This is an optimization exercise on Yosys and OpenROAD, whose aim is small area, a short achievable clock period and few clock cycles, not a production implementation. Where RTL was checked, it was by simulation tests only, not by an equivalence proof against the original. Function not checked in runs 4 to 6: the RTL went through the layout flow alone. In every run shown here, the design's own scripts or RTL, not TritonCTS, make the clock network. The clock input has no modelled driver; a real chip could not lean on it and would need a root buffer or a full tree. Power figures rest on the tool's default switching activity, not on a simulated workload.

`standard.sh`:
```
#!/bin/bash
# synth_recipe.tcl (not shown) runs the flow's synth.tcl, then flattens the netlist and writes it again
# the make line also repeats each setting of config.mk as NAME=value (left out here)
make -C /OpenROAD-flow-scripts/flow DESIGN_CONFIG=/design/flow/config.mk WORK_HOME=/design/flow/orfs CLKGATE_MAP_FILE= SYNTH_SCRIPT=/design/flow/synth_recipe.tcl "${@:-finish}"
```
`flow/run.sh`:
```
#!/bin/bash
# Standard ORFS layout with these changes:
#  - the clock tree is built by flow/mantree.tcl (four root buffers, each
#    driving four leaf buffers) instead of ORFS's CTS;
#  - synthesis leaves adders to ABC instead of mapping them to full-adder cells;
#  - every input and output port gets a buf_2 buffer (instead of the slow
#    delay buffer buffer_ports picks by default); timing repair may resize it.
set -euo pipefail
HERE=$(cd "$(dirname "${BASH_SOURCE[0]}")" && pwd)
export PRE_CTS_TCL=$HERE/pre_cts.tcl
export MT_NX=4 MT_NY=4 MT_NROOT=4 MT_LEAF=sky130_fd_sc_hd__clkbuf_8 MT_ROOT=sky130_fd_sc_hd__clkbuf_8
bash standard.sh finish ADDER_MAP_FILE= \
  "BUFFER_PORTS_ARGS=-buffer_cell sky130_fd_sc_hd__buf_2" > orfs_flow.log 2>&1
```
`design.v`:
```
`timescale 1ps/1ps
module Conv(
    input clk,
    input rst,
    input in_st,
    input [7:0] din,
    output reg [15:0] dout,
    output reg out_st
);
reg [7:0] pix [0:15];
reg [9:0] upart, vreg, va;
reg [11:0] hpart;
reg [10:0] r_sr [0:9];
wire [12:0] hfull = add12(hpart, {2'b00, vreg});
wire [10:0] hsum = hfull[11:1];
reg [6:0] cnt;
integer i;
function [12:0] add12;
    input [11:0] a;
    input [11:0] b;
    integer i, k;
    reg [3:0] s0, s1;
    reg k0, k1, c, p;
    begin
        c = 1'b0;
        for (k = 0; k < 3; k = k + 1) begin
            k0 = 1'b0;
            k1 = 1'b1;
            for (i = 0; i < 4; i = i + 1) begin
                p = a[4*k+i] ^ b[4*k+i];
                s0[i] = p ^ k0;
                s1[i] = p ^ k1;
                k0 = (a[4*k+i] & b[4*k+i]) | (k0 & p);
                k1 = (a[4*k+i] & b[4*k+i]) | (k1 & p);
            end
            add12[4*k +: 4] = c ? s1 : s0;
            c = c ? k1 : k0;
        end
        add12[12] = c;
    end
endfunction
always @(posedge clk) begin
    pix[0] <= din;
    for (i = 1; i < 16; i = i + 1)
        pix[i] <= pix[i-1];
    upart <= add12({3'b000, pix[7], 1'b0}, {4'b0000, pix[15]});
    vreg <= add12({2'b00, upart}, {4'b0000, pix[0]});
    va <= vreg;
    hpart <= add12({1'b0, vreg, 1'b0}, {2'b00, va});
    r_sr[0] <= hsum;
    for (i = 1; i < 10; i = i + 1)
        r_sr[i] <= r_sr[i-1];
end
wire row5 = (cnt < 7'd31) || (cnt >= 7'd61);
wire s0 = (cnt < 7'd37);
wire s1 = !s0 && (cnt < 7'd43);
wire s2 = (cnt >= 7'd43) && (cnt < 7'd49);
wire s3 = (cnt >= 7'd49) && (cnt < 7'd55);
wire s4 = (cnt >= 7'd55);
wire [10:0] rdel = ({11{s0}} & r_sr[9]) | ({11{s1}} & r_sr[7]) | ({11{s2}} & r_sr[5])
                 | ({11{s3}} & r_sr[3]) | ({11{s4}} & r_sr[1]);
wire [10:0] rsel = row5 ? hsum : rdel;
always @(posedge clk) begin
    dout <= {5'b00000, rsel};
end
always @(posedge clk) begin
    if (rst) begin
        cnt <= 7'd0;
        out_st <= 1'b0;
    end
    else begin
        if (in_st)
            cnt <= 7'd1;
        else if (cnt != 7'd0)
            cnt <= cnt + 7'd1;
        out_st <= (cnt == 7'd30);
    end
end
endmodule
```
`constraint.sdc`:
```
create_clock -name core_clock -period 6.0 [get_ports {clk}]
set_input_delay 1.2000 -clock core_clock [delete_from_list [all_inputs] [get_ports {clk}]]
set_output_delay 1.2000 -clock core_clock [all_outputs]
set_load 0.01 [all_outputs]
```
`config.mk`:
```
export PLATFORM = sky130hd
export DESIGN_NAME = Conv
export DESIGN_NICKNAME = Conv
export VERILOG_FILES = /design/flow/design.v
export SDC_FILE = /design/flow/constraint.sdc
export NUM_CORES = 4
export LEC_CHECK = 0
export ABC_AREA = 1
export CAP_MARGIN = 20
export CORE_MARGIN = 2
export CORE_UTILIZATION = 65
export GPL_ROUTABILITY_DRIVEN = 0
export GPL_TIMING_DRIVEN = 0
export SETUP_SLACK_MARGIN = 4.04
export SLEW_MARGIN = 20
```
`flow/pre_cts.tcl`:
```
# Runs before ORFS's CTS step: build the two-level clock tree by hand, then
# make the step's clock_tree_synthesis call only switch to propagated clocks.
source [file join [file dirname [info script]] mantree.tcl]
mantree_build
rename clock_tree_synthesis {}
proc clock_tree_synthesis {args} {
  puts "clock tree built by mantree.tcl; skipping clock_tree_synthesis $args"
  set_propagated_clock [all_clocks]
}
```
`flow/mantree.tcl`:
```
proc mantree_build {} {
  set nleafx [expr {[info exists ::env(MT_NX)] ? $::env(MT_NX) : 2}]
  set nleafy [expr {[info exists ::env(MT_NY)] ? $::env(MT_NY) : 5}]
  set leafm  [expr {[info exists ::env(MT_LEAF)] ? $::env(MT_LEAF) : "sky130_fd_sc_hd__clkbuf_16"}]
  set rootm  [expr {[info exists ::env(MT_ROOT)] ? $::env(MT_ROOT) : "sky130_fd_sc_hd__clkbuf_16"}]
  set nroot  [expr {[info exists ::env(MT_NROOT)] ? $::env(MT_NROOT) : 1}]
  set db [ord::get_db]
  set block [ord::get_db_block]
  set clknet [$block findNet clk]
  set vdd [$block findNet VDD]
  set vss [$block findNet VSS]
  set sinks {}
  foreach it [$clknet getITerms] {
    set inst [$it getInst]
    set bb [$inst getBBox]
    set x [expr {([$bb xMin] + [$bb xMax]) / 2}]
    set y [expr {([$bb yMin] + [$bb yMax]) / 2}]
    lappend sinks [list $x $y $it]
  }
  set n [llength $sinks]
  puts "mantree: $n clock sinks, $nleafx x $nleafy leaves"
  # columns by x
  set sx [lsort -integer -index 0 $sinks]
  set groups {}
  for {set c 0} {$c < $nleafx} {incr c} {
    set a [expr {$c * $n / $nleafx}]
    set b [expr {($c + 1) * $n / $nleafx - 1}]
    set col [lsort -integer -index 1 [lrange $sx $a $b]]
    set m [llength $col]
    for {set r 0} {$r < $nleafy} {incr r} {
      set a2 [expr {$r * $m / $nleafy}]
      set b2 [expr {($r + 1) * $m / $nleafy - 1}]
      lappend groups [lrange $col $a2 $b2]
    }
  }
  set lm [$db findMaster $leafm]
  set rm [$db findMaster $rootm]
  set rootnets {}
  for {set q 0} {$q < $nroot} {incr q} {
    set rn [odb::dbNet_create $block clknet_root_$q]
    $rn setSigType CLOCK
    lappend rootnets $rn
    set sumx($q) 0; set sumy($q) 0; set cnt($q) 0
  }
  set k 0
  foreach g $groups {
    if {$nroot == 0} {
      set q 0
      set rootnet $clknet
    } else {
      set q [expr {($k / $nleafy) * $nroot / $nleafx}]
      set rootnet [lindex $rootnets $q]
    }
    set gx 0; set gy 0
    foreach s $g { incr gx [lindex $s 0]; incr gy [lindex $s 1] }
    set gx [expr {$gx / [llength $g]}]
    set gy [expr {$gy / [llength $g]}]
    set buf [odb::dbInst_create $block $lm clkbuf_leaf_$k]
    $buf setLocation [expr {$gx - [$lm getWidth] / 2}] [expr {$gy - [$lm getHeight] / 2}]
    $buf setPlacementStatus PLACED
    [$buf findITerm VPWR] connect $vdd
    [$buf findITerm VPB] connect $vdd
    [$buf findITerm VGND] connect $vss
    [$buf findITerm VNB] connect $vss
    set net [odb::dbNet_create $block clknet_leaf_$k]
    $net setSigType CLOCK
    [$buf findITerm A] connect $rootnet
    [$buf findITerm X] connect $net
    foreach s $g {
      set it [lindex $s 2]
      $it disconnect
      $it connect $net
    }
    if {$nroot > 0} { incr sumx($q) $gx; incr sumy($q) $gy; incr cnt($q) }
    incr k
  }
  for {set q 0} {$q < $nroot} {incr q} {
  set rootnet [lindex $rootnets $q]
  set rx [expr {$sumx($q) / $cnt($q)}]
  set ry [expr {$sumy($q) / $cnt($q)}]
  set root [odb::dbInst_create $block $rm clkbuf_root_$q]
  $root setLocation [expr {$rx - [$rm getWidth] / 2}] [expr {$ry - [$rm getHeight] / 2}]
  $root setPlacementStatus PLACED
  [$root findITerm VPWR] connect $vdd
  [$root findITerm VPB] connect $vdd
  [$root findITerm VGND] connect $vss
  [$root findITerm VNB] connect $vss
  [$root findITerm A] connect $clknet
  [$root findITerm X] connect $rootnet
  puts "mantree: root $q at $rx $ry, $cnt($q) leaves"
  }
  $clknet setSigType CLOCK
}
```
==> results.sh, run 1 <==
export IMPL_die_width_um=114
export IMPL_rsz0062_at_grt="true"
export IMPL_mappedNetlistArea_mm2=0.00782
export IMPL_drc_errors=0
export IMPL_grt_pass1_wl_um=16700
export IMPL_pre_cts_ws_ns=3.86
export IMPL_path_class="flip-flop to output pin"
export IMPL_peakVddDrop_mv=0.299
export IMPL_drtIter0Drc=230
export IMPL_slowest_delay_ns=0.34
export IMPL_total_leakage_power_nw=3.73
export IMPL_dp_cells=808
export IMPL_synthTopCellsByArea="dfxtp_1 (77%), nand2_1 (5.1%), xor2_1 (4.6%)"
export IMPL_min_path_type="flip-flop to flip-flop"
export IMPL_dr_pass1_iters=4
export IMPL_cts_hold_buffers=0
export IMPL_io_pins=28
export IMPL_status="finished clean"
export IMPL_synth_flop_cell="dfxtp_1"
export IMPL_io_buffer_count=22
export IMPL_grt_max_degree=20
export IMPL_period_needed_ns=1.96
export IMPL_yosys_area_top_type_share_pct=76.5
export IMPL_synth_common_cells="dfxtp_1 (299), nand2_1 (107), xor2_1 (41)"
export IMPL_hold_viol=0
export IMPL_max_freq_mhz=510
export IMPL_syn_inst=635
export IMPL_grt_ovfl_total=0
export IMPL_powerDensity_mw_per_mm2=524
export IMPL_cp_start_kind="flip-flop"
export IMPL_grt_use_total_pct=15.5
export IMPL_ys_ff_latch=299
export IMPL_die_y_um=114
export IMPL_ant_nets=0
export IMPL_syn_to_final_growth_pct=10.1
export IMPL_hp_start="pix[6][5]"
export IMPL_timing_final_ws_setup_ns=4.04
export IMPL_row_count=40
export IMPL_setup_worst_path_end_class="output pin"
export IMPL_clock_latency_ns=0.32
export IMPL_synthArstFlopShare_pct=0
export IMPL_final_cell_count_no_fill=832
export IMPL_rrSetupSlack_ns=4.11
export IMPL_vias=4066
export IMPL_ys_warn_count=3
export IMPL_critPathTopFamily="flip-flops"
export IMPL_fin_area_mm2=0.00861
export IMPL_finClkSkew_ns=0.0114
export IMPL_fin_crit_sh_pct=32.6
export IMPL_final_max_slew_viol_count=0
export IMPL_cp_cell_sequence="buf_6"
export IMPL_drt_vias_per_instance=4.89
export IMPL_cp_max_fo=1
export IMPL_whs_path_depth=0
export IMPL_clk_pin_slew_ns=0.10
export IMPL_cap_viol_max_count=0
export IMPL_synth_edf_count=0
export IMPL_wl_um=10400
export IMPL_synth_seq_area_share_pct=76.5
export IMPL_ys_types=37
export IMPL_hold_end="pix[7][5]"
export IMPL_synth_area_per_cell_um2=12.3
export IMPL_wl_per_cell_um=12.5
export IMPL_worstPathArrival_ns=0.76
export IMPL_dp_hpwl_um=6970
export IMPL_cp_slowest_cell="dfxtp_2"
export IMPL_diodes=0
export IMPL_start_util_pct=65.9
export IMPL_rr_worst_depth=6
export IMPL_grt_pass1_vias=3808
export IMPL_placed_cell_area_mm2=0.00813
export IMPL_coreArea_mm2=0.0119
export IMPL_rr_endpoint="dout[2]"
export IMPL_synth_top_cell_by_area="dfxtp_1"
export IMPL_die_area_mm2=0.0129
export IMPL_setup_violations=0
export IMPL_finalPower_mw=4.51
export IMPL_finalSetupTns_ns=0
export IMPL_cp_required_ns=4.80
export IMPL_yosysMostFrequentCell="dfxtp_1"
export IMPL_r2r_start="cnt[6]"
export IMPL_critPathBufInv=1
export IMPL_antenna_found_initial=0
export IMPL_drive_gt1_share_pct=15.9
export IMPL_nNetsFinal=698
## through the flow
stage	hold WS, ns	util (%)
5_1_grt	0.334	72.6
3_5_place_dp	0.312	68.6
4_1_cts	0.323	71.1
2_1_floorplan	0.310	-
3_3_place_gp	0.310	68.6
6_report	0.325	72.6
## what timing repair did
item / CTS / global route
gates cloned: 0 / 0
endpoints found under the setup margin: 16 / 32
setup buffers: 0 / 4
gates resized for setup: 10 / 46
pin swaps: 0 / 14
## final cells by class
class	count	area [um^2]
inverter	29	109
multi-input combinational	298	1790
buffer	33	367
timing repair buffer	26	153
tap	147	184
sequential	299	6010
fill	832	3250
## where the power goes
group,internal [mW],switching (mW)
Sequential,2.58,0.245
Clock,0.305,0.508
Combinational,0.394,0.478
Total,3.28,1.23
## how the worst max path moves through the flow
stage                     end     from  slack [ns]  depth (start not counted)
floorplan              cnt[2]    in_st        4.15                          3
global placement      dout[8]   cnt[0]        3.90                          9
detailed placement    dout[8]   cnt[0]        3.86                          9
CTS                   dout[8]   cnt[0]        4.02                          9
global route        hpart[10]  vreg[1]        3.98                         13
finish                dout[6]  dout[6]        4.04                          1
## cells by family (layout without fill, tap and decap cells)
family	count (synthesis)	after routing	share of synthesized area (%)
buffers and inverters	42	88	2.42
other	1	5	0.0479
AO/OA/AOI/OAI	42	42	3.77
flip-flops	299	299	76.5
adder cells (fa/ha/maj)	3	3	0.416
XOR/XNOR	55	55	6.25
AND/OR/NAND/NOR	193	193	10.6
## layout by cell type, fill, tap and decap left out, types with 2 or more instances in the layout
cell type	count
nand3_2	5
nor2_1	37
xnor2_1	13
o21ai_2	3
nor2_4	3
a21boi_2	3
xor2_2	2
buf_2	23
inv_1	28
a32o_1	3
nand3_4	2
nand2_1	104
o21ai_1	2
nand3_1	17
nand2_2	9
o21ai_0	5
clkbuf_8	21
a21oi_1	7
dfxtp_1	289
xor2_1	40
buf_4	9
a221oi_1	7
maj3_2	3
nand2_4	3
dfxtp_4	4
nor3_1	5
conb_1	5
clkbuf_2	2
buf_6	3
dfxtp_2	6
a31oi_1	6
## per-layer routing
layer	global-route usage (%)	wire (um)	up-vias	part of all wire, %
met4	4.72	323	0	3.1
met1	20.4	4770	1862	46
met3	0.956	275	23	2.6
met2	27.8	5040	81	48
li1	-	-	2100	-
met5	0	0	-	0
## sequential cells by signal, indices dropped and copies added, names as in the netlist
register,count
r_sr,110
out_st,1
hpart,12
vreg,10
dout,11
upart,10
va,10
pix,128
cnt,7
Testbench counts, summed over its fixed seeds: cycles 6,264.
==> run 2: changes to the inputs <==
--- a/config.mk
+++ b/config.mk
@@ -7,3 +7,3 @@
 export LEC_CHECK = 0
-export ABC_AREA = 1
+export ABC_AREA = 0
 export CAP_MARGIN = 20
@@ -13,3 +13,3 @@
 export GPL_TIMING_DRIVEN = 0
-export SETUP_SLACK_MARGIN = 4.04
+export SETUP_SLACK_MARGIN = 4.0
 export SLEW_MARGIN = 20
==> run 2 against run 1 <==
  * Still clean
  * Worst hold slack lost 0.011 ns
  * Synthesized cell count fell by 7.9%
  * Core utilization increased by 4.1 points
  * Wire length grew 11%
  * Global-route usage up 1.7 points
  * Power up 11%
  * Flip-flop and latch count is the same
  * Clock power hardly changed
  * Critical path depth increased by 6
  * Cell count is 2.8% lower
==> results.sh, run 2 <==
export IMPL_cp_max_fo=4
export IMPL_max_freq_mhz=449
export IMPL_synth_seq_area_share_pct=75.5
export IMPL_final_max_slew_viol_count=0
export IMPL_synthTopCellsByArea="dfxtp_1 (76%), xnor2_1 (6.4%), xor2_1 (1.7%)"
export IMPL_relSlewSlack_pct=56.3
export IMPL_fin_area_mm2=0.00917
export IMPL_dr_pass1_iters=4
export IMPL_final_cell_count_no_fill=809
export IMPL_dp_cells=758
export IMPL_grt_pass1_vias=4080
export IMPL_synth_area_per_cell_um2=13.5
export IMPL_drive_gt1_share_pct=24.8
export IMPL_drtIter0Drc=216
export IMPL_ys_warn_count=3
export IMPL_total_leakage_power_nw=3.64
export IMPL_synth_top_cell_by_area="dfxtp_1"
export IMPL_finalSetupTns_ns=0
export IMPL_worstPathArrival_ns=2.45
export IMPL_top_register="pix"
export IMPL_drc_errors=0
export IMPL_pre_cts_ws_ns=3.24
export IMPL_timing_final_ws_setup_ns=3.77
export IMPL_die_area_mm2=0.0131
export IMPL_clk_pin_slew_ns=0.10
export IMPL_layout_commonest_cell="dfxtp_1"
export IMPL_synth_xor_area_share_pct=8.07
export IMPL_io_buffer_count=22
export IMPL_path_class="flip-flop to flip-flop"
export IMPL_wl_per_cell_um=14.3
export IMPL_grt_use_total_pct=17.2
export IMPL_grt_ovfl_total=0
export IMPL_cap_viol_max_count=0
export IMPL_cpMostUsedCell="maj3_2"
export IMPL_wl_um=11600
export IMPL_dp_hpwl_um=7120
export IMPL_synthArstFlopShare_pct=0
export IMPL_ant_nets=0
export IMPL_syn_inst=585
export IMPL_clock_latency_ns=0.32
export IMPL_syn_to_final_growth_pct=15.7
export IMPL_fin_crit_sh_pct=37.1
export IMPL_mostFrequentLayoutCells="dfxtp_1 (283), xnor2_1 (52), buf_4 (32), nand2_1 (28), nor2_1 (27)"
export IMPL_ys_ff_latch=299
export IMPL_yosys_area_share_simple_pct=5.21
export IMPL_coreArea_mm2=0.0120
export IMPL_setup_worst_path_end_class="flip-flop"
export IMPL_synth_edf_count=0
export IMPL_muxShareOfSynthArea_pct=0
export IMPL_top_regs="pix: 128 flops, r_sr: 110 flops, hpart: 12 flops"
export IMPL_setup_violations=0
export IMPL_placed_cell_area_mm2=0.00829
export IMPL_cp_slowest_cell="dfxtp_4"
export IMPL_grt_max_degree=20
export IMPL_start_util_pct=66.3
export IMPL_rsz0062_at_grt="true"
export IMPL_row_count=40
export IMPL_die_width_um=114
export IMPL_cp_start_kind="flip-flop"
export IMPL_cp_required_ns=6.22
export IMPL_synth_flop_cell="dfxtp_1"
export IMPL_drt_vias_per_instance=5.16
export IMPL_synth_adder_area_share_pct=2.10
export IMPL_rrSetupSlack_ns=3.77
export IMPL_synth_top_family_by_area="XOR/XNOR gates"
export IMPL_yosys_area_top_type_share_pct=75.5
export IMPL_ys_types=48
export IMPL_vias=4177
export IMPL_powerDensity_mw_per_mm2=546
export IMPL_slowest_delay_ns=0.38
export IMPL_hold_viol=0
export IMPL_finClkSkew_ns=0.0244
export IMPL_worst_slew_pin_slew_ns=0.655
export IMPL_synth_common_cells="dfxtp_1 (299), xnor2_1 (58), nor2_1 (31)"
export IMPL_io_pins=28
export IMPL_mappedNetlistArea_mm2=0.00793
export IMPL_synth_compound_area_share_pct=7.55
export IMPL_largest_reg_flops=128
export IMPL_nNetsFinal=675
export IMPL_finalPower_mw=5.01
export IMPL_antenna_found_initial=0
export IMPL_cp_cell_sequence="a31oi_4 -> o31ai_4 -> maj3_2 -> maj3_2 -> maj3_2 -> maj3_2 -> xor2_1"
export IMPL_status="finished clean"
export IMPL_peakVddDrop_mv=0.290
export IMPL_yosysMostFrequentCell="dfxtp_1"
export IMPL_diodes=0
export IMPL_period_needed_ns=2.23
export IMPL_min_path_type="flip-flop to flip-flop"
export IMPL_grt_pass1_wl_um=18600
export IMPL_die_y_um=114
## run 2: cell types whose count changed in the layout (fill, tap and decap cells not counted), sizes merged, moves of 6 or more
| cell | before | now |
|---|---|---|
| inv | 29 | 2 |
| maj3 | 3 | 16 |
| clkbuf | 24 | 30 |
| buf | 35 | 67 |
| xor2 | 42 | 15 |
| a22oi | 0 | 16 |
| o31ai | 0 | 6 |
| nand3 | 24 | 2 |
| xnor2 | 13 | 58 |
| nand2 | 116 | 30 |
| nor2 | 40 | 32 |
## run 2: final cells by class
| type | instances | area, um^2 |
|---|---|---|
| buffer | 44 | 429 |
| fill | 751 | 2790 |
| inverter | 2 | 7.51 |
| multi-input combinational | 264 | 2160 |
| sequential | 299 | 6010 |
| tap | 147 | 184 |
| timing repair buffer | 53 | 382 |
## run 2: layer usage
layer / global-route usage [%] / vias to the layer above / part of all wire, %
li1: - / 2092 / -
met1: 21.6 / 1991 / 44
met2: 30.9 / 68 / 51
met3: 1.32 / 26 / 2.4
met4: 6.67 / 0 / 3.0
met5: 0 / - / 0
## run 2: worst paths after layout
path	from	end	cells past startpoint
worst min register to register	pix[14][5]	pix[15][5]	0
worst max register to register	pix[15][1]	upart[8]	7
worst min-delay path	pix[14][5]	pix[15][5]	0
worst max-delay path	pix[15][1]	upart[8]	7
## run 2: through the flow
step	hold WS, ns	utilization (%)
6_report	0.313	76.7
5_1_grt	0.318	76.7
4_1_cts	0.324	74.3
3_5_place_dp	0.312	69.3
3_3_place_gp	0.310	69.3
2_1_floorplan	0.309	-
## run 2: report_power, final
| part | switching, mW | internal, mW | leakage (nW) | total (mW) |
|---|---|---|---|---|
| logic | 0.601 | 0.727 | 0.972 | 1.33 |
| registers | 0.277 | 2.59 | 2.52 | 2.87 |
| clock network | 0.509 | 0.305 | 0.144 | 0.814 |
## run 2: cell families (layout without fill, tap and decap cells)
kind of cell | Yosys count | in the layout
adders and majority gates | 16 | 16
and+or+nand+nor | 88 | 88
xor gates and xnor gates | 73 | 73
AOI/OAI and AO/OA | 82 | 82
DFF | 299 | 299
other | 1 | 5
buffers and inverters | 26 | 99
## run 2: critical path, delay by kind of cell (launching register included)
| kind | cells | cell delay (ns) |
|---|---|---|
| adder cells (fa/ha/maj) | 4 | 1.31 |
| flip-flops | 1 | 0.38 |
| AO/OA/AOI/OAI | 2 | 0.30 |
| XOR/XNOR | 1 | 0.14 |
## run 2: repair_timing
item                       4_1_cts  5_1_grt
pin swaps                       17       30
resized for setup               48       58
buffers inserted                19       12
hold buffers                     0        0
cloned                           0        0
setup endpoints to repair       21       28
==> run 3: changes to the inputs <==
--- a/config.mk
+++ b/config.mk
@@ -7,3 +7,3 @@
 export LEC_CHECK = 0
-export ABC_AREA = 0
+export ABC_AREA = 1
 export CAP_MARGIN = 20
==> run 3 against run 2 <==
  * Critical path depth decreased by 6
  * Sequential power is 2% lower
  * Global-route usage decreased by 1.6 points
  * Power decreased by 11%
  * Final area down 6.8%
  * Worst hold slack better by 0.0078 ns
  * Clock skew is 0.0083 ns lower
  * Register-to-register slack better by 0.32 ns
==> results.sh, run 3 <==
export IMPL_drive_gt1_share_pct=14.0
export IMPL_synth_top_cell_by_area="dfxtp_1"
export IMPL_dp_hpwl_um=6970
export IMPL_mostFrequentLayoutCells="dfxtp_1 (295), nand2_1 (106), xor2_1 (40), nor2_1 (37), inv_1 (28)"
export IMPL_switching_share_pct=27.3
export IMPL_grt_use_total_pct=15.5
export IMPL_synth_common_cells="dfxtp_1 (299), nand2_1 (107), xor2_1 (41)"
export IMPL_grt_pass1_wl_um=16700
export IMPL_peakVddDrop_mv=0.301
export IMPL_min_path_type="flip-flop to flip-flop"
export IMPL_top_regs="pix: 128 flops, r_sr: 110 flops, hpart: 12 flops"
export IMPL_mappedNetlistArea_mm2=0.00782
export IMPL_worstPathArrival_ns=0.77
export IMPL_syn_inst=635
export IMPL_synth_adder_area_share_pct=0.416
export IMPL_fin_crit_sh_pct=32.8
export IMPL_pwr_share_clk_pct=18.2
export IMPL_nNetsFinal=697
export IMPL_fill_cells=844
export IMPL_pre_cts_ws_ns=3.86
export IMPL_grt_ovfl_total=0
export IMPL_cp_required_ns=4.80
export IMPL_die_width_um=114
export IMPL_drtIter0Drc=183
export IMPL_critPathBufInv=1
export IMPL_pwr_share_seq_pct=62.8
export IMPL_ys_warn_count=3
export IMPL_row_count=40
export IMPL_cp_max_fo=1
export IMPL_synth_edf_count=0
export IMPL_slowest_delay_ns=0.33
export IMPL_cp_cell_sequence="buf_2"
export IMPL_die_y_um=114
export IMPL_muxShareOfSynthArea_pct=0
export IMPL_total_leakage_power_nw=3.70
export IMPL_drc_errors=0
export IMPL_antenna_found_initial=0
export IMPL_timing_final_ws_setup_ns=4.03
export IMPL_top_register="pix"
export IMPL_max_freq_mhz=508
export IMPL_finalPower_mw=4.48
export IMPL_p_int_mw=3.26
export IMPL_setup_violations=0
export IMPL_wl_per_cell_um=12.5
export IMPL_p_comb_share_pct=19.0
export IMPL_synth_flop_cell="dfxtp_1"
export IMPL_clock_latency_ns=0.32
export IMPL_yosysMostFrequentCell="dfxtp_1"
export IMPL_synth_xor_area_share_pct=6.25
export IMPL_io_buffer_count=22
export IMPL_holdWs_ns=0.321
export IMPL_grt_max_degree=20
export IMPL_fin_util_pct=72.1
export IMPL_ys_ff_latch=299
export IMPL_largest_reg_flops=128
export IMPL_diodes=0
export IMPL_synth_seq_area_share_pct=76.5
export IMPL_yosys_area_share_simple_pct=10.6
export IMPL_status="finished clean"
export IMPL_wl_um=10400
export IMPL_syn_to_final_growth_pct=9.31
export IMPL_ys_types=37
export IMPL_cp_start_kind="flip-flop"
export IMPL_yosys_area_top_type_share_pct=76.5
export IMPL_path_class="flip-flop to output pin"
export IMPL_period_needed_ns=1.97
export IMPL_dr_pass1_iters=4
export IMPL_synth_top_family_by_area="simple AND/OR/NAND/NOR gates"
export IMPL_critPathTopFamily="flip-flops"
export IMPL_powerDensity_mw_per_mm2=524
export IMPL_synthTopCellsByArea="dfxtp_1 (77%), nand2_1 (5.1%), xor2_1 (4.6%)"
export IMPL_clk_pin_slew_ns=0.10
export IMPL_die_area_mm2=0.0129
export IMPL_rrSetupSlack_ns=4.09
export IMPL_layout_commonest_cell="dfxtp_1"
export IMPL_setup_worst_path_end_class="output pin"
export IMPL_start_util_pct=65.9
export IMPL_io_pins=28
export IMPL_finalSetupTns_ns=0
export IMPL_ant_nets=0
export IMPL_cts_hold_buffers=0
export IMPL_hold_viol=0
export IMPL_finClkSkew_ns=0.0162
export IMPL_p_sw_mw=1.22
export IMPL_cap_viol_max_count=0
export IMPL_synthArstFlopShare_pct=0
export IMPL_synth_area_per_cell_um2=12.3
export IMPL_synth_compound_area_share_pct=3.77
export IMPL_rsz0062_at_grt="true"
export IMPL_drt_vias_per_instance=4.87
export IMPL_grt_pass1_vias=3813
export IMPL_coreArea_mm2=0.0119
export IMPL_final_max_slew_viol_count=0
export IMPL_cp_slowest_cell="dfxtp_1"
export IMPL_vias=4043
run 3: power groups by stage:
stage	Combinational (mW)	Clock [mW]	Sequential, mW
after floorplan	0.623	0	2.80
after global placement	0.784	0	2.82
after detailed placement	0.806	0	2.86
after CTS	0.810	0.841	2.81
after global routing	0.960	0.906	2.88
final	0.850	0.817	2.81
run 3: metal layers:
| metal | up-vias | wire, um | track usage [%] |
|---|---|---|---|
| li1 | 2093 | - | - |
| met1 | 1858 | 4770 | 20.4 |
| met2 | 69 | 5040 | 27.8 |
| met3 | 23 | 232 | 0.956 |
| met4 | 0 | 339 | 4.72 |
| met5 | - | 0 | 0 |
run 3: final cells by class:
cell class	instances	area (um^2)	share of cell area (%)
multi-input cells	298	1760	20.6
inverters	29	109	1.27
plain buffers	33	365	4.27
flip-flops and latches	299	6000	70.1
well taps	147	184	2.15
repair buffers	25	133	1.55
run 3: kinds of logic (layout without fill, tap and decap cells):
kind of cell | after synthesis | after routing
and+or+nand+nor | 193 | 193
xor gates and xnor gates | 55 | 55
other | 1 | 5
adders and majority gates | 3 | 3
buffers and inverters | 42 | 87
DFF | 299 | 299
AOI/OAI and AO/OA | 42 | 42
run 3: final timing paths:
check	startpoint	end	cells past startpoint
worst min register to register	pix[6][5]	pix[7][5]	0
worst max-delay path	dout[6]	dout[6]	1
worst max register to register	cnt[4]	dout[7]	7
worst min-delay path	pix[6][5]	pix[7][5]	0
run 3: timing repair:
item                                    CTS  global route
pin swaps                                 0            10
gates cloned                              0             0
endpoints found under the setup margin    7            21
setup buffers                             0             3
resized for setup                         4            36
run 3: stage by stage:
stage          std cells  instance area [um^2]
6_report             831                  8550
5_1_grt              831                  8550
4_1_cts              828                  8420
3_5_place_dp         808                  8130
3_3_place_gp         808                  8130
2_1_floorplan        639                  7840
==> run 4: changes to the inputs <==
--- a/design.v
+++ b/design.v
@@ -11,6 +11,7 @@
 reg [9:0] upart, vreg, va;
-reg [11:0] hpart;
+reg [10:0] hpart;
+reg hodd;
 reg [10:0] r_sr [0:9];
-wire [12:0] hfull = add12(hpart, {2'b00, vreg});
-wire [10:0] hsum = hfull[11:1];
+wire [12:0] hfull = add12({1'b0, hpart}, {3'b000, vreg[9:1]}, hodd & vreg[0]);
+wire [10:0] hsum = hfull[10:0];
 reg [6:0] cnt;
@@ -20,2 +21,3 @@
     input [11:0] b;
+    input ci;
     integer i, k;
@@ -24,3 +26,3 @@
     begin
-        c = 1'b0;
+        c = ci;
         for (k = 0; k < 3; k = k + 1) begin
@@ -45,6 +47,7 @@
         pix[i] <= pix[i-1];
-    upart <= add12({3'b000, pix[7], 1'b0}, {4'b0000, pix[15]});
-    vreg <= add12({2'b00, upart}, {4'b0000, pix[0]});
+    upart <= add12({3'b000, pix[7], 1'b0}, {4'b0000, pix[15]}, 1'b0);
+    vreg <= add12({2'b00, upart}, {4'b0000, pix[0]}, 1'b0);
     va <= vreg;
-    hpart <= add12({1'b0, vreg, 1'b0}, {2'b00, va});
+    hpart <= add12({2'b00, vreg}, {3'b000, va[9:1]}, 1'b0);
+    hodd <= va[0];
     r_sr[0] <= hsum;
--- a/config.mk
+++ b/config.mk
@@ -11,4 +11,2 @@
 export CORE_UTILIZATION = 65
-export GPL_ROUTABILITY_DRIVEN = 0
-export GPL_TIMING_DRIVEN = 0
 export SETUP_SLACK_MARGIN = 4.0
==> run 4 against run 3 <==
  * Still clean on timing, DRC and antenna
  * Final area shrank 0.22%
  * Maximum frequency shrank 0.28%
  * First-iteration DRC count grew 39%
  * Combinational power is essentially flat
  * Via count shrank 0.25%
  * Worst setup slack lost 0.0054 ns
  * Die area shrank 0.39%
  * Register-to-register slack lost 0.03 ns
  * Clock power is essentially flat
  * Core utilization grew 1.7 points
  * Global-route usage grew 0.74 points
  * Cell count shrank 1.9%
  * Highest routed layer unchanged
==> results.sh, run 4 <==
export IMPL_setup_violations=0
export IMPL_critPathTopFamily="flip-flops"
export IMPL_cp_required_ns=4.80
export IMPL_ys_types=34
export IMPL_drive_gt1_share_pct=17.1
export IMPL_period_needed_ns=1.97
export IMPL_ys_ff_latch=299
export IMPL_muxShareOfSynthArea_pct=0
export IMPL_synth_top_cell_by_area="dfxtp_1"
export IMPL_die_y_um=113
export IMPL_dp_cells=782
export IMPL_yosys_area_share_simple_pct=9.73
export IMPL_status="finished clean"
export IMPL_syn_inst=626
export IMPL_drt_vias_per_instance=4.95
export IMPL_cp_cell_sequence="buf_6"
export IMPL_syn_to_final_growth_pct=9.51
export IMPL_grt_pass1_vias=3894
export IMPL_rsz0062_at_grt="true"
export IMPL_diodes=0
export IMPL_dp_hpwl_um=6610
export IMPL_seqCellArea_mm2=0.00600
export IMPL_cap_viol_max_count=0
export IMPL_synth_area_per_cell_um2=12.4
export IMPL_critPathBufInv=1
export IMPL_total_leakage_power_nw=3.70
export IMPL_pwr_share_seq_pct=62.9
export IMPL_p_comb_share_pct=18.9
export IMPL_grt_ovfl_total=0
export IMPL_dr_pass1_iters=4
export IMPL_die_width_um=113
export IMPL_finalPower_mw=4.49
export IMPL_mostFrequentLayoutCells="dfxtp_1 (288), nand2_1 (103), xor2_1 (43), nor2_1 (30), inv_1 (23)"
export IMPL_grt_pass1_wl_um=17600
export IMPL_fin_util_pct=73.8
export IMPL_synth_seq_area_share_pct=76.8
export IMPL_p_sw_mw=1.22
export IMPL_row_count=39
export IMPL_cts_hold_buffers=0
export IMPL_multi_input_area_mm2=0.00174
export IMPL_io_pins=28
export IMPL_worstPathArrival_ns=0.77
export IMPL_synth_common_cells="dfxtp_1 (299), nand2_1 (107), xor2_1 (44)"
export IMPL_synth_xor_area_share_pct=6.58
export IMPL_die_area_mm2=0.0129
export IMPL_ys_warn_count=3
export IMPL_io_buffer_count=22
export IMPL_synth_edf_count=0
export IMPL_mappedNetlistArea_mm2=0.00779
export IMPL_switching_share_pct=27.2
export IMPL_final_cell_count_no_fill=815
export IMPL_p_int_mw=3.27
export IMPL_layout_commonest_cell="dfxtp_1"
export IMPL_top_register="pix"
export IMPL_synthArstFlopShare_pct=0
export IMPL_fin_crit_sh_pct=32.9
export IMPL_min_path_type="flip-flop to flip-flop"
export IMPL_vias=4033
export IMPL_hold_viol=0
export IMPL_antenna_found_initial=0
export IMPL_yosys_area_top_type_share_pct=76.8
export IMPL_synth_adder_area_share_pct=0.401
export IMPL_synth_compound_area_share_pct=4.06
export IMPL_peakVddDrop_mv=0.312
export IMPL_fill_cells=799
export IMPL_drtIter0Drc=255
export IMPL_max_freq_mhz=507
export IMPL_wl_per_cell_um=12.9
export IMPL_final_max_slew_viol_count=0
export IMPL_coreArea_mm2=0.0116
export IMPL_placed_cell_area_mm2=0.00803
export IMPL_grt_use_total_pct=16.3
export IMPL_nNetsFinal=685
export IMPL_finalSetupTns_ns=0
export IMPL_powerDensity_mw_per_mm2=527
export IMPL_yosysMostFrequentCell="dfxtp_1"
export IMPL_top_regs="pix: 128 flops, r_sr: 110 flops"
export IMPL_path_class="flip-flop to output pin"
export IMPL_synth_flop_cell="dfxtp_1"
export IMPL_start_util_pct=67.4
export IMPL_grt_max_degree=20
export IMPL_finClkSkew_ns=0.0218
export IMPL_synth_top_family_by_area="simple AND/OR/NAND/NOR gates"
export IMPL_synthTopCellsByArea="dfxtp_1 (77%), nand2_1 (5.2%), xor2_1 (4.9%)"
export IMPL_cp_slowest_cell="dfxtp_2"
export IMPL_ant_nets=0
export IMPL_clock_latency_ns=0.32
export IMPL_gp_congestion=0.803
export IMPL_clk_pin_slew_ns=0.11
export IMPL_largest_reg_flops=128
export IMPL_pwr_share_clk_pct=18.2
export IMPL_slowest_delay_ns=0.34
export IMPL_wl_um=10500
export IMPL_setup_worst_path_end_class="output pin"
export IMPL_cp_max_fo=1
export IMPL_cp_start_kind="flip-flop"
export IMPL_drc_errors=0
export IMPL_fin_area_mm2=0.00853
## run 4: cell types whose count changed after synthesis, sizes merged, moves of 4 or more
cell,delta
a221oi,-4
a22oi,+12
a31oi,-7
a41oi,+5
nand3,-11
nor2,-5
xnor2,-4
xor2,+5
## run 4: worst paths after layout
| check | end | cells after the start | startpoint | slack [ns] |
|---|---|---|---|---|
| hold reg to reg | pix[6][2] | 0 | pix[5][2] | 0.31 |
| setup / recovery | dout[1] | 1 | dout[1] | 4.03 |
| hold / removal | pix[6][2] | 0 | pix[5][2] | 0.31 |
| setup reg to reg | hpart[9] | 13 | vreg[1] | 4.06 |
## run 4: timing repair
action                                  CTS  global route
pin swaps                                 1             8
hold endpoints to repair                  0             0
gates cloned                              0             0
endpoints found under the setup margin   14            24
buffers inserted                          1            12
resized for setup                         8            32
## run 4: cell families after synthesis
| kind of cell | after synthesis |
|---|---|
| other | 1 |
| buffers and inverters | 43 |
| flip-flops | 299 |
| XOR/XNOR | 56 |
| AND/OR/NAND/NOR | 178 |
| adder cells (fa/ha/maj) | 3 |
| AO/OA/AOI/OAI | 46 |
## run 4: per-stage QoR
| step | hold slack (ns) | setup WS, ns |
|---|---|---|
| 2_1_floorplan | 0.310 | 4.15 |
| 3_3_place_gp | 0.310 | 3.41 |
| 3_5_place_dp | 0.312 | 3.27 |
| 4_1_cts | 0.315 | 4.00 |
| 5_1_grt | 0.324 | 3.91 |
| 6_report | 0.313 | 4.03 |
## run 4: power by group through the flow
stage               Clock [mW]  Combinational (mW)  Sequential (mW)
floorplan                    0               0.603             2.81
global placement             0               0.747             2.85
detailed placement           0               0.785             2.86
CTS                      0.845               0.791             2.82
global route             0.906               0.961             2.89
finish                   0.819               0.848             2.83
## run 4: final cells by class
type / instances / area share (%)
Sequential cell: 299 / 70.4
Timing Repair Buffer: 35 / 2.58
Inverter: 30 / 1.35
Tap cell: 143 / 2.10
Multi-Input combinational cell: 288 / 20.4
Buffer: 20 / 3.23
## run 4: layer usage
metal | wire length [um] | share of wire [%] | GRT usage [%]
met2 | 4980 | 47 | 28.1
met3 | 242 | 2.3 | 1.01
met4 | 345 | 3.3 | 5.12
met1 | 4950 | 47 | 22.2
met5 | 0 | 0 | 0
==> run 5: changes to the inputs <==
--- a/config.mk
+++ b/config.mk
@@ -11,2 +11,4 @@
 export CORE_UTILIZATION = 65
+export GPL_ROUTABILITY_DRIVEN = 0
+export GPL_TIMING_DRIVEN = 0
 export SETUP_SLACK_MARGIN = 4.0
==> run 5 against run 4 <==
  * Cell count rose by 1.3%
  * Register-to-register slack barely moved
  * Via count fell by 0.55%
  * Combinational power barely moved
  * Clock skew fell by 0.0017 ns
  * Die area did not move
  * Synthesized cell count did not move
  * Sequential power barely moved
  * Sequential share of layout area fell by 0.58 points
  * First-iteration DRC count fell by 12%
  * Worst hold slack barely moved
  * Maximum frequency barely moved
==> results.sh, run 5 <==
export IMPL_drive_gt1_share_pct=18.9
export IMPL_cp_max_fo=1
export IMPL_dr_pass1_iters=4
export IMPL_yosys_area_top_type_share_pct=76.8
export IMPL_synth_flop_cell="dfxtp_1"
export IMPL_ys_warn_count=3
export IMPL_rsz0062_at_grt="true"
export IMPL_multi_input_area_mm2=0.00175
export IMPL_fin_util_pct=74.4
export IMPL_start_util_pct=67.4
export IMPL_powerDensity_mw_per_mm2=522
export IMPL_cp_slowest_cell="dfxtp_2"
export IMPL_wl_um=10600
export IMPL_die_width_um=113
export IMPL_coreArea_mm2=0.0116
export IMPL_placed_cell_area_mm2=0.00810
export IMPL_mostFrequentLayoutCells="dfxtp_1 (289), nand2_1 (99), xor2_1 (43), nor2_1 (30), inv_1 (22)"
export IMPL_status="finished clean"
export IMPL_setup_worst_path_end_class="output pin"
export IMPL_cap_viol_max_count=0
export IMPL_nNetsFinal=696
export IMPL_period_needed_ns=1.97
export IMPL_fin_area_mm2=0.00860
export IMPL_clock_latency_ns=0.32
export IMPL_syn_inst=626
export IMPL_setup_violations=0
export IMPL_muxShareOfSynthArea_pct=0
export IMPL_yosys_area_share_simple_pct=9.73
export IMPL_cp_required_ns=4.80
export IMPL_top_regs="pix: 128 flops, r_sr: 110 flops"
export IMPL_synth_top_cell_by_area="dfxtp_1"
export IMPL_synth_seq_area_share_pct=76.8
export IMPL_layout_commonest_cell="dfxtp_1"
export IMPL_clk_pin_slew_ns=0.11
export IMPL_synthTopCellsByArea="dfxtp_1 (77%), nand2_1 (5.2%), xor2_1 (4.9%)"
export IMPL_synth_xor_area_share_pct=6.58
export IMPL_grt_pass1_wl_um=17300
export IMPL_rr_worst_depth=13
export IMPL_slowest_delay_ns=0.33
export IMPL_holdWs_ns=0.313
export IMPL_synth_top_family_by_area="simple AND/OR/NAND/NOR gates"
export IMPL_crit_cells=1
export IMPL_fin_crit_sh_pct=32.9
export IMPL_ys_types=34
export IMPL_dp_hpwl_um=6870
export IMPL_worstPathArrival_ns=0.77
export IMPL_ant_nets=0
export IMPL_synthArstFlopShare_pct=0
export IMPL_seqCellArea_mm2=0.00601
export IMPL_hp_start="pix[12][5]"
export IMPL_path_class="flip-flop to output pin"
export IMPL_top_register="pix"
export IMPL_cp_cell_sequence="buf_2"
export IMPL_syn_to_final_growth_pct=10.4
export IMPL_synth_compound_area_share_pct=4.06
export IMPL_synth_area_per_cell_um2=12.4
export IMPL_min_path_type="flip-flop to flip-flop"
export IMPL_grt_max_degree=20
export IMPL_grt_use_total_pct=16.1
export IMPL_mappedNetlistArea_mm2=0.00779
export IMPL_yosysMostFrequentCell="dfxtp_1"
export IMPL_peakVddDrop_mv=0.338
export IMPL_wl_per_cell_um=12.8
export IMPL_finClkSkew_ns=0.0201
export IMPL_r2r_start="vreg[1]"
export IMPL_final_max_slew_viol_count=0
export IMPL_grt_pass1_vias=3981
export IMPL_finalSetupTns_ns=0
export IMPL_antenna_found_initial=0
export IMPL_synth_edf_count=0
export IMPL_grt_ovfl_total=0
export IMPL_drc_errors=0
export IMPL_die_y_um=113
export IMPL_finalPower_mw=4.49
export IMPL_vias=4011
export IMPL_drtIter0Drc=225
export IMPL_largest_reg_flops=128
export IMPL_critPathTopFamily="flip-flops"
export IMPL_synth_adder_area_share_pct=0.401
export IMPL_die_area_mm2=0.0129
export IMPL_whs_path_depth=0
export IMPL_critPathBufInv=1
export IMPL_row_count=39
export IMPL_cts_hold_buffers=0
export IMPL_hold_viol=0
export IMPL_fill_cells=789
export IMPL_io_buffer_count=22
export IMPL_max_freq_mhz=507
export IMPL_startpoint="dout[3]"
export IMPL_synth_common_cells="dfxtp_1 (299), nand2_1 (107), xor2_1 (44)"
export IMPL_drt_vias_per_instance=4.86
export IMPL_total_leakage_power_nw=3.76
export IMPL_io_pins=28
export IMPL_cp_start_kind="flip-flop"
export IMPL_ys_ff_latch=299
export IMPL_diodes=0
## run 5: cell counts after synthesis
Identical to the previous run, type by type.
## run 5: layout make-up
type | instances | area share (%)
inverters | 30 | 1.31
well taps | 143 | 2.08
plain buffers | 33 | 4.17
repair buffers | 33 | 2.31
multi-input cells | 288 | 20.3
flip-flops and latches | 299 | 69.8
## run 5: power breakdown
| group | leakage (nW) | internal, mW | switching (mW) | total (mW) |
|---|---|---|---|---|
| Combinational | 1.10 | 0.384 | 0.466 | 0.851 |
| Sequential | 2.52 | 2.58 | 0.245 | 2.82 |
| Clock | 0.144 | 0.305 | 0.514 | 0.819 |
## run 5: path summary, 6_finish.rpt
| check | slack [ns] | endpoint |
|---|---|---|
| hold reg to reg | 0.31 | pix[13][5] |
| setup reg to reg | 4.07 | hpart[9] |
| hold / removal | 0.31 | pix[13][5] |
| setup / recovery | 4.03 | dout[3] |
## run 5: metrics by stage
| stage | setup WS [ns] | instances |
|---|---|---|
| 6_report | 4.03 | 826 |
| 4_1_cts | 3.95 | 815 |
| 5_1_grt | 3.89 | 826 |
| 3_5_place_dp | 3.77 | 795 |
| 3_3_place_gp | 3.86 | 795 |
| 2_1_floorplan | 4.15 | 630 |
## run 5: cells by family (layout without fill, tap and decap cells)
kind of cell	count (synthesis)	in the layout
AOI/OAI and AO/OA	46	46
xor gates and xnor gates	56	56
other	1	5
and+or+nand+nor	178	178
adders and majority gates	3	3
DFF	299	299
buffers and inverters	43	96
## run 5: per-layer routing
layer	wire (um)	up-vias	global-route usage, %
met3	219	28	1.06
met4	420	0	5.93
met2	5210	57	29.3
met1	4740	1861	20.3
met5	0	-	0
li1	-	2065	-
## run 5: what timing repair did
item | in CTS | in global routing
endpoints found under the hold margin | 0 | 0
resized for setup | 9 | 46
buffers inserted | 0 | 11
pin swaps | 0 | 15
endpoints found under the setup margin | 12 | 21
cloned | 0 | 0
==> run 6: changes to the inputs <==
--- a/config.mk
+++ b/config.mk
@@ -13,3 +13,3 @@
 export GPL_TIMING_DRIVEN = 0
-export SETUP_SLACK_MARGIN = 4.0
+export SETUP_SLACK_MARGIN = 4.04
 export SLEW_MARGIN = 20
==> run 6 against run 5 <==
  * Maximum frequency grew 0.11%
  * Power up 1.4%
  * Worst hold slack about the same
  * Critical path depth stayed put
  * Wire length rose by 2.7%
  * Clock power barely moved
  * Flip-flop and latch count unchanged
  * Sequential power hardly changed
  * Largest power group unchanged
==> results.sh, run 6 <==
export IMPL_finalSetupTns_ns=0
export IMPL_io_pins=28
export IMPL_ys_ff_latch=299
export IMPL_rr_worst_depth=21
export IMPL_rrSetupSlack_ns=4.09
export IMPL_drtIter0Drc=212
export IMPL_grt_ovfl_total=0
export IMPL_synth_edf_count=0
export IMPL_cap_viol_max_count=0
export IMPL_die_width_um=113
export IMPL_synth_seq_area_share_pct=76.8
export IMPL_final_cell_count_no_fill=829
export IMPL_fin_util_pct=75.0
export IMPL_wl_um=10900
export IMPL_antenna_found_initial=0
export IMPL_peakVddDrop_mv=0.338
export IMPL_die_area_mm2=0.0129
export IMPL_cp_slowest_cell="dfxtp_2"
export IMPL_grt_use_total_pct=16.3
export IMPL_start_util_pct=67.4
export IMPL_min_path_type="flip-flop to flip-flop"
export IMPL_nNetsFinal=699
export IMPL_critPathTopFamily="flip-flops"
export IMPL_cts_hold_buffers=0
export IMPL_syn_inst=626
export IMPL_powerDensity_mw_per_mm2=525
export IMPL_total_leakage_power_nw=3.79
export IMPL_r2r_start="vreg[1]"
export IMPL_cp_cell_sequence="buf_6"
export IMPL_cp_max_fo=1
export IMPL_layout_commonest_cell="dfxtp_1"
export IMPL_largest_reg_flops=128
export IMPL_fill_cells=771
export IMPL_final_max_slew_viol_count=0
export IMPL_setup_worst_path_end_class="output pin"
export IMPL_mappedNetlistArea_mm2=0.00779
export IMPL_synthTopCellsByArea="dfxtp_1 (77%), nand2_1 (5.2%), xor2_1 (4.9%)"
export IMPL_crit_cells=1
export IMPL_drive_gt1_share_pct=20.3
export IMPL_vias=4028
export IMPL_dp_hpwl_um=6870
export IMPL_synth_area_per_cell_um2=12.4
export IMPL_finalPower_mw=4.55
export IMPL_hp_start="pix[12][5]"
export IMPL_rr_endpoint="dout[10]"
export IMPL_diodes=0
export IMPL_yosys_area_top_type_share_pct=76.8
export IMPL_cp_required_ns=4.80
export IMPL_status="finished clean"
export IMPL_drc_errors=0
export IMPL_synth_common_cells="dfxtp_1 (299), nand2_1 (107), xor2_1 (44)"
export IMPL_synthArstFlopShare_pct=0
export IMPL_worstPathArrival_ns=0.77
export IMPL_finClkSkew_ns=0.0196
export IMPL_syn_to_final_growth_pct=11.4
export IMPL_wl_per_cell_um=13.1
export IMPL_row_count=39
export IMPL_dp_cells=795
export IMPL_mostFrequentLayoutCells="dfxtp_1 (286), nand2_1 (97), xor2_1 (43), nor2_1 (29), inv_1 (22)"
export IMPL_die_y_um=113
export IMPL_synth_top_cell_by_area="dfxtp_1"
export IMPL_dr_pass1_iters=4
export IMPL_synth_flop_cell="dfxtp_1"
export IMPL_top_regs="pix: 128 flops, r_sr: 110 flops"
export IMPL_ys_warn_count=3
export IMPL_startpoint="dout[4]"
export IMPL_drt_vias_per_instance=4.86
export IMPL_yosysMostFrequentCell="dfxtp_1"
export IMPL_hold_viol=0
export IMPL_path_class="flip-flop to output pin"
export IMPL_ys_types=34
export IMPL_grt_pass1_wl_um=17400
export IMPL_slowest_delay_ns=0.34
export IMPL_cp_start_kind="flip-flop"
export IMPL_top_register="pix"
export IMPL_whs_path_depth=0
export IMPL_fin_crit_sh_pct=32.8
export IMPL_setup_violations=0
export IMPL_fin_area_mm2=0.00868
export IMPL_ant_nets=0
export IMPL_clk_pin_slew_ns=0.11
export IMPL_grt_max_degree=20
export IMPL_max_freq_mhz=508
export IMPL_critPathBufInv=1
export IMPL_crit_end="dout[4]"
export IMPL_rsz0062_at_grt="true"
export IMPL_grt_pass1_vias=4003
export IMPL_coreArea_mm2=0.0116
export IMPL_period_needed_ns=1.97
export IMPL_clock_latency_ns=0.32
export IMPL_placed_cell_area_mm2=0.00810
export IMPL_io_buffer_count=22
[run 6: cell counts after synthesis]
Identical to the previous run, type by type.
[run 6: routing by layer]
| layer | share of wire (%) | up-vias | track usage (%) | wire length [um] |
|---|---|---|---|---|
| met2 | 50 | 55 | 29.8 | 5400 |
| met1 | 45 | 1873 | 20.4 | 4870 |
| met3 | 1.9 | 29 | 1.06 | 202 |
| li1 | - | 2071 | - | - |
| met5 | 0 | - | 0 | 0 |
| met4 | 3.7 | 0 | 5.93 | 405 |
[run 6: final cells by class]
cell class                 instances  area, um^2  area share (%)
inverter                          30         113            1.30
multi-input combinational        288        1790            20.6
timing repair buffer              36         228            2.62
sequential                       299        6010            69.3
tap                              143         179            2.06
buffer                            33         359            4.14
[run 6: worst min-delay path by stage]
stage / to / slack [ns]
CTS: pix[13][4] / 0.32
detailed placement: pix[15][6] / 0.31
finish: pix[13][5] / 0.31
global placement: r_sr[1][8] / 0.31
floorplan: hodd / 0.31
global route: pix[13][5] / 0.32
[run 6: cell families after synthesis]
kind of cell    Yosys count  synth area share [%]
compound gates           46                  4.06
xor+xnor                 56                  6.58
fa+ha+maj                 3                 0.401
buf+inv                  43                  2.34
flops                   299                  76.8
other cells               1                0.0481
simple gates            178                  9.73
[run 6: timing repair]
| item | 4_1_cts | 5_1_grt |
|---|---|---|
| setup endpoints to repair | 24 | 31 |
| pin swaps | 5 | 16 |
| cloned | 0 | 0 |
| gates resized for setup | 18 | 51 |
| setup buffers | 4 | 10 |
[run 6: metrics by stage]
stage	worst slack, ns	hold slack [ns]
2_1_floorplan	4.15	0.310
6_report	4.03	0.313
5_1_grt	3.92	0.324
3_3_place_gp	3.86	0.310
3_5_place_dp	3.77	0.312
4_1_cts	3.99	0.316
[run 6: power breakdown]
group	internal, mW	leakage [nW]	switching (mW)	total, mW
clock	0.305	0.144	0.517	0.821
sequential	2.58	2.52	0.247	2.83
combinational	0.416	1.12	0.491	0.907
==> run 7: changes to the inputs <==
--- a/design.v
+++ b/design.v
@@ -16,3 +16,4 @@
 wire [10:0] hsum = hfull[10:0];
-reg [6:0] cnt;
+reg [3:0] chi;
+reg [2:0] clo;
 integer i;
@@ -56,8 +57,8 @@
 end
-wire row5 = (cnt < 7'd31) || (cnt >= 7'd61);
-wire s0 = (cnt < 7'd37);
-wire s1 = !s0 && (cnt < 7'd43);
-wire s2 = (cnt >= 7'd43) && (cnt < 7'd49);
-wire s3 = (cnt >= 7'd49) && (cnt < 7'd55);
-wire s4 = (cnt >= 7'd55);
+wire s0 = (chi == 4'd5);
+wire s1 = (chi == 4'd6);
+wire s2 = (chi == 4'd7);
+wire s3 = (chi == 4'd8);
+wire s4 = (chi == 4'd9);
+wire row5 = !(s0 | s1 | s2 | s3 | s4);
 wire [10:0] rdel = ({11{s0}} & r_sr[9]) | ({11{s1}} & r_sr[7]) | ({11{s2}} & r_sr[5])
@@ -70,3 +71,4 @@
     if (rst) begin
-        cnt <= 7'd0;
+        chi <= 4'd15;
+        clo <= 3'd0;
         out_st <= 1'b0;
@@ -74,7 +76,15 @@
     else begin
-        if (in_st)
-            cnt <= 7'd1;
-        else if (cnt != 7'd0)
-            cnt <= cnt + 7'd1;
-        out_st <= (cnt == 7'd30);
+        if (in_st) begin
+            chi <= 4'd0;
+            clo <= 3'd0;
+        end
+        else if (chi != 4'd15) begin
+            if (clo == 3'd5) begin
+                clo <= 3'd0;
+                chi <= chi + 4'd1;
+            end
+            else
+                clo <= clo + 3'd1;
+        end
+        out_st <= (chi == 4'd4) && (clo == 3'd5);
     end
--- a/config.mk
+++ b/config.mk
@@ -13,3 +13,3 @@
 export GPL_TIMING_DRIVEN = 0
-export SETUP_SLACK_MARGIN = 4.04
+export SETUP_SLACK_MARGIN = 4.0
 export SLEW_MARGIN = 20
==> run 7 against run 6 <==
  * Sequential share of layout area up 0.60 points
  * Critical path type unchanged
  * First-iteration DRC count up 0.94%
  * Final area down 0.98%
  * Global-route usage down 1.2 points
  * Still clean on timing, DRC and antenna
==> results.sh, run 7 <==
export IMPL_total_leakage_power_nw=3.80
export IMPL_drc_errors=0
export IMPL_ys_ff_latch=299
export IMPL_path_class="flip-flop to output pin"
export IMPL_synth_seq_area_share_pct=77.0
export IMPL_synthArstFlopShare_pct=0
export IMPL_final_cell_count_no_fill=826
export IMPL_hold_viol=0
export IMPL_finClkSkew_ns=0.0143
export IMPL_nNetsFinal=696
export IMPL_antenna_found_initial=0
export IMPL_cp_required_ns=4.80
export IMPL_synth_common_cells="dfxtp_1 (299), nand2_1 (88), xor2_1 (46)"
export IMPL_coreArea_mm2=0.0116
export IMPL_worstPathArrival_ns=0.76
export IMPL_dp_cells=797
export IMPL_row_count=39
export IMPL_dp_hpwl_um=6660
export IMPL_largest_reg_flops=128
export IMPL_relSlewSlack_pct=54.6
export IMPL_wl_um=9920
export IMPL_mappedNetlistArea_mm2=0.00777
export IMPL_syn_inst=628
export IMPL_placed_cell_area_mm2=0.00807
export IMPL_drt_vias_per_instance=4.81
export IMPL_grt_max_degree=20
export IMPL_yosys_area_top_type_share_pct=77.0
export IMPL_slowest_delay_ns=0.33
export IMPL_worst_slew_pin_slew_ns=0.678
export IMPL_mostFrequentLayoutCells="dfxtp_1 (292), nand2_1 (77), xor2_1 (44), inv_1 (39), nand3_1 (32)"
export IMPL_synthTopCellsByArea="dfxtp_1 (77%), xor2_1 (5.2%), nand2_1 (4.3%)"
export IMPL_synth_edf_count=0
export IMPL_grt_use_total_pct=15.1
export IMPL_clock_latency_ns=0.32
export IMPL_wl_per_cell_um=12.0
export IMPL_die_area_mm2=0.0128
export IMPL_critPathTopFamily="flip-flops"
export IMPL_die_y_um=113
export IMPL_min_path_type="flip-flop to flip-flop"
export IMPL_cp_slowest_cell="dfxtp_1"
export IMPL_cp_cell_sequence="buf_2"
export IMPL_finalSetupTns_ns=0
export IMPL_ys_warn_count=3
export IMPL_cts_hold_buffers=0
export IMPL_fin_crit_sh_pct=32.6
export IMPL_grt_ovfl_total=0
export IMPL_die_width_um=113
export IMPL_synth_top_cell_by_area="dfxtp_1"
export IMPL_final_max_slew_viol_count=0
export IMPL_status="finished clean"
export IMPL_period_needed_ns=1.96
export IMPL_top_regs="pix: 128 flops, r_sr: 110 flops"
export IMPL_cp_max_fo=1
export IMPL_powerDensity_mw_per_mm2=527
export IMPL_rsz0062_at_grt="true"
export IMPL_critPathBufInv=1
export IMPL_layout_commonest_cell="dfxtp_1"
export IMPL_cap_viol_max_count=0
export IMPL_grt_pass1_vias=3742
export IMPL_synth_area_per_cell_um2=12.4
export IMPL_grt_pass1_wl_um=16400
export IMPL_dr_pass1_iters=4
export IMPL_start_util_pct=67.2
export IMPL_max_freq_mhz=511
export IMPL_diodes=0
export IMPL_io_buffer_count=22
export IMPL_peakVddDrop_mv=0.317
export IMPL_ant_nets=0
export IMPL_synth_flop_cell="dfxtp_1"
export IMPL_yosysMostFrequentCell="dfxtp_1"
export IMPL_io_pins=28
export IMPL_ys_types=37
export IMPL_syn_to_final_growth_pct=10.6
export IMPL_vias=3974
export IMPL_top_register="pix"
export IMPL_drtIter0Drc=214
export IMPL_cp_start_kind="flip-flop"
export IMPL_setup_worst_path_end_class="output pin"
export IMPL_clk_pin_slew_ns=0.10
export IMPL_fin_area_mm2=0.00859
export IMPL_rrSetupSlack_ns=4.08
export IMPL_drive_gt1_share_pct=16.1
export IMPL_fill_cells=802
export IMPL_setup_violations=0
-- run 7: cell count changes in the layout (fill, tap and decap cells not counted), sizes merged, moves of 5 or more --
cell / before / now
inv: 30 / 42
nand2: 116 / 98
o21ai: 7 / 17
buf: 44 / 37
nor2: 35 / 30
a22oi: 12 / 0
nand3: 13 / 38
-- run 7: report_power, final --
group	internal, mW	switching, mW	leakage [nW]
registers	2.57	0.234	2.52
logic	0.406	0.499	1.14
clock network	0.305	0.506	0.144
total	3.29	1.24	3.80
-- run 7: final timing paths --
check,start,end,cells past startpoint
max,dout[1],dout[1],1
min,pix[10][5],pix[11][5],0
max reg2reg,vreg[0],dout[10],21
min reg2reg,pix[10][5],pix[11][5],0
-- run 7: cell families (layout without fill, tap and decap cells) --
logic type,after synthesis,count (layout),share of synthesized area [%]
flops,299,299,77.0
xor+xnor,55,55,6.20
other cells,1,5,0.0483
compound gates,43,43,3.62
simple gates,174,174,9.86
fa+ha+maj,3,3,0.403
buf+inv,53,104,2.82
-- run 7: layer usage --
layer	routed length (um)	part of all wire, %	up-vias	global-route usage (%)
met3	162	1.6	20	0.857
met4	284	2.9	0	4.31
met1	4720	48	1838	20.4
li1	-	-	2072	-
met2	4760	48	44	26.5
met5	0	0	-	0
-- run 7: cell type report --
| class | count | area, um^2 | area share, % |
|---|---|---|---|
| inverter | 42 | 158 | 1.84 |
| buffer | 31 | 337 | 3.92 |
| timing repair buffer | 31 | 178 | 2.07 |
| sequential | 299 | 6000 | 69.9 |
| tap | 143 | 179 | 2.08 |
| multi-input combinational | 280 | 1740 | 20.2 |
-- run 7: through the flow --
step	power, mW	util, %	setup WS [ns]	hold WS, ns
after floorplan	3.38	-	4.21	0.310
final	4.53	74.3	4.04	0.322
after detailed placement	3.60	69.8	3.97	0.312
after CTS	4.41	72.3	3.99	0.327
after global routing	4.80	74.3	3.85	0.328
after global placement	3.54	69.8	4.03	0.310
-- run 7: what timing repair did --
item                                    CTS  global route
endpoints found under the setup margin    5            17
buffers inserted                          0             9
pin swaps                                 0            14
gates resized for setup                   5            44
Testbench counts of run 7, summed over its fixed seeds: cycles 6,264.
==> run 8: changes to the inputs <==
--- a/config.mk
+++ b/config.mk
@@ -10,5 +10,3 @@
 export CORE_MARGIN = 2
-export CORE_UTILIZATION = 65
-export GPL_ROUTABILITY_DRIVEN = 0
-export GPL_TIMING_DRIVEN = 0
+export CORE_UTILIZATION = 70
 export SETUP_SLACK_MARGIN = 4.0
==> run 8 against run 7 <==
  * Flip-flop and latch count unchanged
  * Register-to-register slack improved by 0.03 ns
  * Combinational power decreased by 3.5%
  * Final area decreased by 1.2%
  * Die area decreased by 6.9%
  * Critical path type unchanged
  * Largest power group unchanged
  * Highest routed layer unchanged
==> results.sh, run 8 <==
export IMPL_fin_crit_sh_pct=33.4
export IMPL_top_register="pix"
export IMPL_hold_viol=0
export IMPL_grt_max_degree=20
export IMPL_fill_cells=664
export IMPL_cp_start_kind="flip-flop"
export IMPL_finalSetupTns_ns=0
export IMPL_cp_max_fo=1
export IMPL_multi_input_area_mm2=0.00170
export IMPL_setup_violations=0
export IMPL_synth_flop_cell="dfxtp_1"
export IMPL_synth_edf_count=0
export IMPL_die_area_mm2=0.0120
export IMPL_seqCellArea_mm2=0.00601
export IMPL_path_class="flip-flop to output pin"
export IMPL_nNetsFinal=683
export IMPL_rrSetupSlack_ns=4.11
export IMPL_cp_slowest_cell="dfxtp_1"
export IMPL_synth_common_cells="dfxtp_1 (299), nand2_1 (88), xor2_1 (46)"
export IMPL_total_leakage_power_nw=3.74
export IMPL_rr_endpoint="dout[10]"
export IMPL_top_regs="pix: 128 flops, r_sr: 110 flops"
export IMPL_fin_area_mm2=0.00849
export IMPL_mostFrequentLayoutCells="dfxtp_1 (287), nand2_1 (78), xor2_1 (45), inv_1 (40), nand3_1 (33)"
export IMPL_io_pins=28
export IMPL_r2r_start="vreg[0]"
export IMPL_max_freq_mhz=499
export IMPL_startpoint="dout[10]"
export IMPL_rsz0062_at_grt="true"
export IMPL_layout_commonest_cell="dfxtp_1"
export IMPL_drt_met1_wl_um=4820
export IMPL_synth_seq_area_share_pct=77.0
export IMPL_top_layer="met4"
export IMPL_io_buffer_count=22
export IMPL_mappedNetlistArea_mm2=0.00777
export IMPL_drive_gt1_share_pct=15.8
export IMPL_synth_top_cell_by_area="dfxtp_1"
export IMPL_drt_vias_per_instance=4.92
export IMPL_ys_ff_latch=299
export IMPL_synthTopCellsByArea="dfxtp_1 (77%), xor2_1 (5.2%), nand2_1 (4.3%)"
export IMPL_worst_slew_pin_slew_ns=0.750
export IMPL_grt_pass1_vias=3747
export IMPL_syn_inst=628
export IMPL_grt_ovfl_total=0
export IMPL_synth_area_per_cell_um2=12.4
export IMPL_period_needed_ns=2.00
export IMPL_row_count=38
export IMPL_grt_pass1_wl_um=16600
export IMPL_gp_congestion=0.914
export IMPL_ys_warn_count=3
export IMPL_dr_wl_met3_um=220
export IMPL_worstPathArrival_ns=0.80
export IMPL_ys_types=37
export IMPL_synthArstFlopShare_pct=0
export IMPL_cp_required_ns=4.80
export IMPL_diodes=0
export IMPL_slowest_delay_ns=0.36
export IMPL_antenna_found_initial=0
export IMPL_drc_errors=0
export IMPL_wl_met2_um=5110
export IMPL_critPathBufInv=1
export IMPL_wl_per_cell_um=12.9
export IMPL_coreArea_mm2=0.0108
export IMPL_drtIter0Drc=219
export IMPL_status="finished clean"
export IMPL_setup_worst_path_end_class="output pin"
export IMPL_die_y_um=109
export IMPL_crit_end="dout[10]"
export IMPL_dp_hpwl_um=7050
export IMPL_clk_pin_slew_ns=0.11
export IMPL_cap_viol_max_count=0
export IMPL_largest_reg_flops=128
export IMPL_final_max_slew_viol_count=0
export IMPL_dr_pass1_iters=4
export IMPL_critPathTopFamily="flip-flops"
export IMPL_relSlewSlack_pct=49.8
export IMPL_crit_cells=1
export IMPL_finClkSkew_ns=0.0173
export IMPL_powerDensity_mw_per_mm2=532
export IMPL_min_path_type="flip-flop to flip-flop"
export IMPL_clock_latency_ns=0.31
export IMPL_cp_cell_sequence="buf_2"
export IMPL_start_util_pct=71.7
export IMPL_ant_nets=0
export IMPL_yosysMostFrequentCell="dfxtp_1"
export IMPL_placed_cell_area_mm2=0.00802
export IMPL_syn_to_final_growth_pct=9.28
export IMPL_grt_use_total_pct=17.2
export IMPL_vias=3982
export IMPL_wl_um=10400
export IMPL_rr_worst_depth=21
export IMPL_peakVddDrop_mv=0.330
export IMPL_yosys_area_top_type_share_pct=77.0
export IMPL_die_width_um=109
-- run 8: cell counts after synthesis --
Identical to the previous run, type by type.
-- run 8: cells by family (layout without fill, tap and decap cells) --
| kind of cell | after synthesis | in the layout | share of synthesized area (%) |
|---|---|---|---|
| buffers and inverters | 53 | 91 | 2.82 |
| xor gates and xnor gates | 55 | 55 | 6.20 |
| and+or+nand+nor | 174 | 174 | 9.86 |
| adders and majority gates | 3 | 3 | 0.403 |
| other | 1 | 5 | 0.0483 |
| AOI/OAI and AO/OA | 43 | 43 | 3.62 |
| DFF | 299 | 299 | 77.0 |
-- run 8: worst min path at each step --
stage	start	end	slack (ns)	cells past startpoint
after CTS	pix[14][2]	pix[15][2]	0.32	0
after global placement	pix[1][7]	pix[2][7]	0.31	0
after floorplan	va[0]	hodd	0.31	0
after detailed placement	pix[14][2]	pix[15][2]	0.31	0
after global routing	pix[6][6]	pix[7][6]	0.32	0
final	pix[14][2]	pix[15][2]	0.32	0
-- run 8: area by class of cell --
class	count	share of cell area, %
inverters	42	1.86
multi-input cells	280	20.0
well taps	140	2.06
flip-flops and latches	299	70.7
repair buffers	29	2.06
plain buffers	20	3.24
-- run 8: metal layers --
layer,global-route usage [%],vias to the layer above
li1,-,2055
met1,22.3,1843
met2,31.0,60
met3,1.19,24
met4,5.15,0
met5,0,-
-- run 8: per-stage QoR --
step                      instances  power [mW]  util [%]  setup slack (ns)  hold WS (ns)
after floorplan                 632        3.38         -              4.21         0.310
final                           810        4.51      78.3              4.00         0.317
after global routing            810        4.77      78.3              3.92         0.322
after CTS                       805        4.44      76.8              4.00         0.317
after detailed placement        784        3.63      73.9              3.74         0.312
after global placement          784        3.58      73.9              3.85         0.310
-- run 8: repair_timing --
item                       4_1_cts  5_1_grt
gates resized for setup         11       40
setup endpoints to repair       18       26
pin swaps                        1       10
buffers inserted                 1        5
hold buffers                     0        0
-- run 8: where the power goes --
group / total, mW / switching [mW] / internal, mW
sequential: 2.83 / 0.255 / 2.58
combinational: 0.874 / 0.490 / 0.384
clock: 0.806 / 0.502 / 0.304
total: 4.51 / 1.25 / 3.27

Re-timed with assumed drivers on the ports (clkbuf_16 on the clock, buf_2 on other inputs), run 8 has 3.941 ns of setup slack against 3.997 ns with ideal ports, and 4.106 ns once port delays also move by the mid clock arrival of 0.361 ns.
